This design comes from an exercise in tuning for small area, a short achievable clock period and few clock cycles on the open sky130 flow, not from production work.
Where RTL was checked, it was by simulation tests only, not by an equivalence proof against the original.
No activity file was given, so power comes from the tool's default toggle rates.

==> inputs of run X <==
==> flow/design.v <==
module axi4_mgr # (
  parameter unsigned AXI4_ADDR_WIDTH    = 32,
  parameter unsigned AXI4_DATA_WIDTH    = 64,
  parameter unsigned AXI_XSIZE         = (AXI4_DATA_WIDTH / 8),
  parameter unsigned DATA_COUNT_WIDTH  =  8
) (
  input  logic                         clk_i,
  input  logic                         rstn_i,
  input  logic [                2-1:0] req_i,
  input  logic [  AXI4_ADDR_WIDTH-1:0] axi_wr_addr_i,
  input  logic [  AXI4_ADDR_WIDTH-1:0] axi_rd_addr_i,
  input  logic                         wr_fifo_gnt_i,
  input  logic                         rd_fifo_req_i,
  input  logic [  AXI4_DATA_WIDTH-1:0] wr_fifo_data_i,
  input  logic [ DATA_COUNT_WIDTH-1:0] wr_data_count_i,
  input  logic [ DATA_COUNT_WIDTH-1:0] rd_data_count_i,
  output logic [                2-1:0] busy_o,    
  output logic [                2-1:0] wr_err_o,  
  output logic [                2-1:0] rd_err_o,  
  output logic                         wr_fifo_req_o,
  output logic                         rd_fifo_gnt_o,
  output logic [  AXI4_DATA_WIDTH-1:0] rd_fifo_data_o,
  output logic [  AXI4_ADDR_WIDTH-1:0] m_axi_aw_addr,
  output logic [                8-1:0] m_axi_aw_len,
  output logic [                3-1:0] m_axi_aw_size,
  output logic [                2-1:0] m_axi_aw_burst,
  output logic                         m_axi_aw_valid,
  input  logic                         m_axi_aw_ready,
  output logic [  AXI4_DATA_WIDTH-1:0] m_axi_w_data,
  output logic [AXI4_DATA_WIDTH/8-1:0] m_axi_w_strb,
  output logic                         m_axi_w_last,
  output logic                         m_axi_w_valid,
  input  logic                         m_axi_w_ready,
  input  logic [                2-1:0] m_axi_b_resp,
  input  logic                         m_axi_b_valid,
  output logic                         m_axi_b_ready,
  output logic [  AXI4_ADDR_WIDTH-1:0] m_axi_ar_addr,
  output logic [                8-1:0] m_axi_ar_len,
  output logic [                3-1:0] m_axi_ar_size,
  output logic [                2-1:0] m_axi_ar_burst,
  output logic                         m_axi_ar_valid,
  input  logic                         m_axi_ar_ready,
  input  logic [  AXI4_DATA_WIDTH-1:0] m_axi_r_data,
  input  logic [                2-1:0] m_axi_r_resp,
  input  logic                         m_axi_r_last,
  input  logic                         m_axi_r_valid,
  output logic                         m_axi_r_ready
);
  localparam int AW = AXI4_ADDR_WIDTH;
  logic          busy_wr_r, aw_valid_r, w_valid_r;
  logic [AW-1:3] aw_addr_r;
  logic [   7:0] aw_len_r;      
  logic [   1:0] wr_err_r;
  logic          w_last_r;      
  logic          busy_rd_r, ar_valid_r;
  logic [AW-1:3] ar_addr_r;
  logic [   7:0] ar_len_r;
  logic [   1:0] rd_err_r;
  logic wr_start, rd_start, w_hs, r_hs;
  assign wr_start = req_i[0] & ~busy_wr_r & (wr_data_count_i != '0);
  assign rd_start = req_i[1] & ~busy_rd_r & (rd_data_count_i != '0);
  assign w_hs     = w_valid_r & m_axi_w_ready;
  assign r_hs     = m_axi_r_valid & rd_fifo_req_i;
  assign busy_o         = {busy_rd_r, busy_wr_r};
  assign wr_err_o       = wr_err_r;
  assign rd_err_o       = rd_err_r;
  assign m_axi_aw_addr  = {aw_addr_r, 3'b000};
  assign m_axi_aw_len   = aw_len_r;
  assign m_axi_aw_size  = $clog2(AXI_XSIZE);
  assign m_axi_aw_burst = 2'b01;
  assign m_axi_aw_valid = aw_valid_r;
  assign m_axi_w_data   = wr_fifo_data_i;
  assign m_axi_w_strb   = '1;
  assign m_axi_w_last   = w_last_r;
  assign m_axi_w_valid  = w_valid_r;
  assign wr_fifo_req_o  = w_hs;
  assign m_axi_b_ready  = 1'b1;
  assign m_axi_ar_addr  = {ar_addr_r, 3'b000};
  assign m_axi_ar_len   = ar_len_r;
  assign m_axi_ar_size  = $clog2(AXI_XSIZE);
  assign m_axi_ar_burst = 2'b01;
  assign m_axi_ar_valid = ar_valid_r;
  assign m_axi_r_ready  = rd_fifo_req_i;
  assign rd_fifo_gnt_o  = r_hs;
  assign rd_fifo_data_o = m_axi_r_data;
  always_ff @(posedge clk_i or negedge rstn_i) begin
    if (~rstn_i) begin
      busy_wr_r  <= 1'b0;
      aw_valid_r <= 1'b0;
      w_valid_r  <= 1'b0;
    end else begin
      if (wr_start) begin
        busy_wr_r  <= 1'b1;
        aw_valid_r <= 1'b1;
      end else if (aw_valid_r) begin
        if (m_axi_aw_ready) begin
          aw_valid_r <= 1'b0;
          w_valid_r  <= 1'b1;
        end
      end else if (w_valid_r) begin
        if (m_axi_w_ready && aw_len_r == '0) w_valid_r <= 1'b0;
      end else if (m_axi_b_valid) begin
        busy_wr_r <= 1'b0;
      end
    end
  end
  logic [7:0] wcnt_m, wcnt_n;
  logic       wcnt_d;
  assign wcnt_m = busy_wr_r ? aw_len_r : wr_data_count_i;
  assign wcnt_d = ~busy_wr_r | w_hs;
  assign wcnt_n = wcnt_m - {7'd0, wcnt_d};
  always_ff @(posedge clk_i) begin
    if (~busy_wr_r) aw_addr_r <= axi_wr_addr_i[AW-1:3];
    aw_len_r <= wcnt_n;
    if (wcnt_d) w_last_r <= (wcnt_m == 8'd1);
  end
  always_ff @(posedge clk_i or negedge rstn_i) begin
    if (~rstn_i) begin
      busy_rd_r  <= 1'b0;
      ar_valid_r <= 1'b0;
    end else begin
      if (rd_start) begin
        busy_rd_r  <= 1'b1;
        ar_valid_r <= 1'b1;
      end else if (ar_valid_r) begin
        if (m_axi_ar_ready) ar_valid_r <= 1'b0;
      end else if (r_hs && m_axi_r_last) begin
        busy_rd_r <= 1'b0;
      end
    end
  end
  always_ff @(posedge clk_i) begin
    if (~busy_rd_r) begin
      ar_addr_r <= axi_rd_addr_i[AW-1:3];
      ar_len_r  <= rd_data_count_i - 8'd1;
    end
  end
  always_ff @(posedge clk_i or negedge rstn_i) begin
    if (~rstn_i) begin
      wr_err_r <= '0;
      rd_err_r <= '0;
    end else begin
      if (~busy_wr_r & req_i[0])   wr_err_r <= '0;
      else if (m_axi_b_resp != '0) wr_err_r <= m_axi_b_resp;
      if (~busy_rd_r & req_i[1])   rd_err_r <= '0;
      else if (m_axi_r_resp != '0) rd_err_r <= m_axi_r_resp;
    end
  end
endmodule
==> flow/flow/run.sh <==
#!/bin/bash
# Standard ORFS layout (the standard.sh) with three layout choices:
# - port buffers made from buf_1 instead of the delay buffer buffer_ports picks;
# - one shared tie cell per constant instead of one per constant output;
# - no dummy clock loads in CTS.
set -euo pipefail
export BUFFER_PORTS_ARGS="-buffer_cell sky130_fd_sc_hd__buf_1"
export SKIP_REPAIR_TIE_FANOUT=1
export CTS_ARGS="-sink_clustering_enable -repair_clock_nets -buf_list sky130_fd_sc_hd__clkbuf_8 -dont_use_dummy_load"
bash standard.sh finish > orfs_make.log 2>&1
==> flow/standard.sh <==
#!/bin/bash
# synth_recipe.tcl (not shown) runs the flow's synth.tcl, then flattens the netlist and writes it again
# the make line also repeats each setting of config.mk as NAME=value (left out here)
make -C /OpenROAD-flow-scripts/flow DESIGN_CONFIG=/design/flow/config.mk WORK_HOME=/design/flow/orfs CLKGATE_MAP_FILE= SYNTH_SCRIPT=/design/flow/synth_recipe.tcl "${@:-finish}"
==> flow/config.mk <==
export PLATFORM = sky130hd
export DESIGN_NAME = axi4_mgr
export DESIGN_NICKNAME = axi4_mgr
export VERILOG_FILES = /design/flow/design.v
export SDC_FILE = /design/flow/constraint.sdc
export NUM_CORES = 4
export LEC_CHECK = 0
export CAP_MARGIN = 20
export CORE_AREA = 10 10 190 190
export CTS_BUF_LIST = sky130_fd_sc_hd__clkbuf_8
export DIE_AREA = 0 0 200 200
export SETUP_SLACK_MARGIN = 2.3
export SLEW_MARGIN = 20
==> flow/constraint.sdc <==
create_clock -name core_clock -period 4.5 [get_ports {clk_i}]
set_input_delay 0.9000 -clock core_clock [delete_from_list [all_inputs] [get_ports {clk_i}]]
set_output_delay 0.9000 -clock core_clock [all_outputs]
set_load 0.01 [all_outputs]
==> inputs of run M, as changes to run X <==
==> flow/flow/run.sh (replaced) <==
#!/bin/bash
set -euo pipefail
export BUFFER_PORTS_ARGS="-buffer_cell sky130_fd_sc_hd__buf_1"
export SKIP_REPAIR_TIE_FANOUT=1
export CTS_ARGS="-sink_clustering_enable -repair_clock_nets -dont_use_dummy_load -buf_list sky130_fd_sc_hd__clkbuf_8"
bash standard.sh finish > orfs_make.log 2>&1
Settings changed: SETUP_SLACK_MARGIN 2.3 to 2.4.
==> inputs of run K, as changes to run X <==
--- a/flow/design.v
+++ b/flow/design.v
@@ -104,15 +104,15 @@
       end
     end
   end
-  logic [7:0] wcnt_m, wcnt_n;
-  logic       wcnt_d;
-  assign wcnt_m = busy_wr_r ? aw_len_r : wr_data_count_i;
-  assign wcnt_d = ~busy_wr_r | w_hs;
-  assign wcnt_n = wcnt_m - {7'd0, wcnt_d};
   always_ff @(posedge clk_i) begin
-    if (~busy_wr_r) aw_addr_r <= axi_wr_addr_i[AW-1:3];
-    aw_len_r <= wcnt_n;
-    if (wcnt_d) w_last_r <= (wcnt_m == 8'd1);
+    if (~busy_wr_r) begin
+      aw_addr_r <= axi_wr_addr_i[AW-1:3];
+      aw_len_r  <= wr_data_count_i - 8'd1;
+      w_last_r  <= (wr_data_count_i == 8'd1);
+    end else if (w_hs) begin
+      aw_len_r  <= aw_len_r - 8'd1;
+      w_last_r  <= (aw_len_r == 8'd1);
+    end
   end
   always_ff @(posedge clk_i or negedge rstn_i) begin
     if (~rstn_i) begin
==> flow/flow/run.sh (replaced) <==
#!/bin/bash
# Standard ORFS layout, with the port buffers made from the small buf_1 cell
# instead of the delay buffer buffer_ports picks by default.
set -euo pipefail
export BUFFER_PORTS_ARGS="-buffer_cell sky130_fd_sc_hd__buf_1"
bash standard.sh finish > orfs_make.log 2>&1
Settings changed: CTS_BUF_LIST sky130_fd_sc_hd__clkbuf_8 to sky130_fd_sc_hd__clkbuf_4 sky130_fd_sc_hd__clkbuf_8, SETUP_SLACK_MARGIN 2.3 to default.
==> comparison table <==
quantity                                                                              run M                    run K                    run X
Post-synthesis compound-gate area fraction                                            2.30%                    2.23%                    2.30%
Power attributed to combinational cells                                          0.000786 W               0.000573 W               0.000729 W
Fraction of standard cell area that is sequential                                     53.6%                    53.1%                    54.5%
Internal portion of total power                                                   0.00160 W                0.00151 W                0.00157 W
Slew at the pin with the worst max-slew slack                                        683 ps                   750 ps                   679 ps
Type of the setup path with the least slack                                          in2out                  reg2out                   in2out
Share of the synthesized area in the top cell type                                    47.5%                    51.6%                    47.5%
Part of the cycle the worst path needs                                                47.9%                    50.8%                    48.3%
Outcome                                                             complete, no violations  complete, no violations  complete, no violations
P_leak                                                                              1.44 nW                  1.53 nW                  1.39 nW
Worst slew margin relative to its limit                                               54.5%                    50.0%                    54.7%
Fraction of cell area in non-clock buffers                                            16.7%                    14.4%                    15.3%
Post-Synth XOR/XNOR Area                                                              2.69%                    3.41%                    2.69%
Register clock-pin slew on the reported worst setup and hold paths                    70 ps                    80 ps                    70 ps
Met1 layer wirelength in the final routing                                          3750 um                  3720 um                  3740 um
Number of cells on the critical path                                                      3                        1                        3
Mean area per synthesized cell                                                   12.6 sq um               12.4 sq um               12.6 sq um
Non-Filler Cell Area, Final                                                      4480 sq um               4660 sq um               4400 sq um
Mux share of post-synthesis cell area                                                 1.89%                    1.15%                    1.89%
Sw Share                                                                              35.7%                    33.7%                    36.0%
Total power                                                                       0.00249 W                0.00227 W                0.00245 W
P_clk                                                                            0.000423 W               0.000471 W               0.000424 W
Cell with the biggest individual delay on the critical path                          and2_4                  dfrtp_1                   and2_4
Testbench counts of run X, summed over its fixed seeds: cycles 38,180.
Testbench counts of run M, summed over its fixed seeds: cycles 38,180.
The RTL of run K was laid out without a check of its function.

[separate check: timing with driven ports]
The results above use ideal ports. As a check the final layouts listed here were re-extracted and re-timed, cells and wires unchanged.
Step 1, drivers: a clkbuf_16 drives clk_i and a buf_2 each remaining input, both assumed.
Step 2 adds t to the input delays and takes it off the output delays; t is the mean of the earliest and latest rising clock arrival at the registers after step 1. Input paths then give back, and output paths get back, about the clock's delay inside the block.
a / b / c = ideal / step 1 / step 2; a / b = the first two.
| run | t (ns) | slack for setup (ns) | worst data-port slew with drivers (ns) |
|---|---|---|---|
| run X | 0.383 | 2.326 / 2.285 / 2.161 | 0.20 |
| run M | 0.385 | 2.345 / 2.310 / 2.181 | 0.20 |
| run K | 0.394 | 2.215 / 2.164 / 2.164 | 0.19 |
After both steps setup and hold are still met in every run listed. For run X, which loses most, drivers alone change the setup slack by -0.041 ns; drivers and shift together by -0.165 ns.
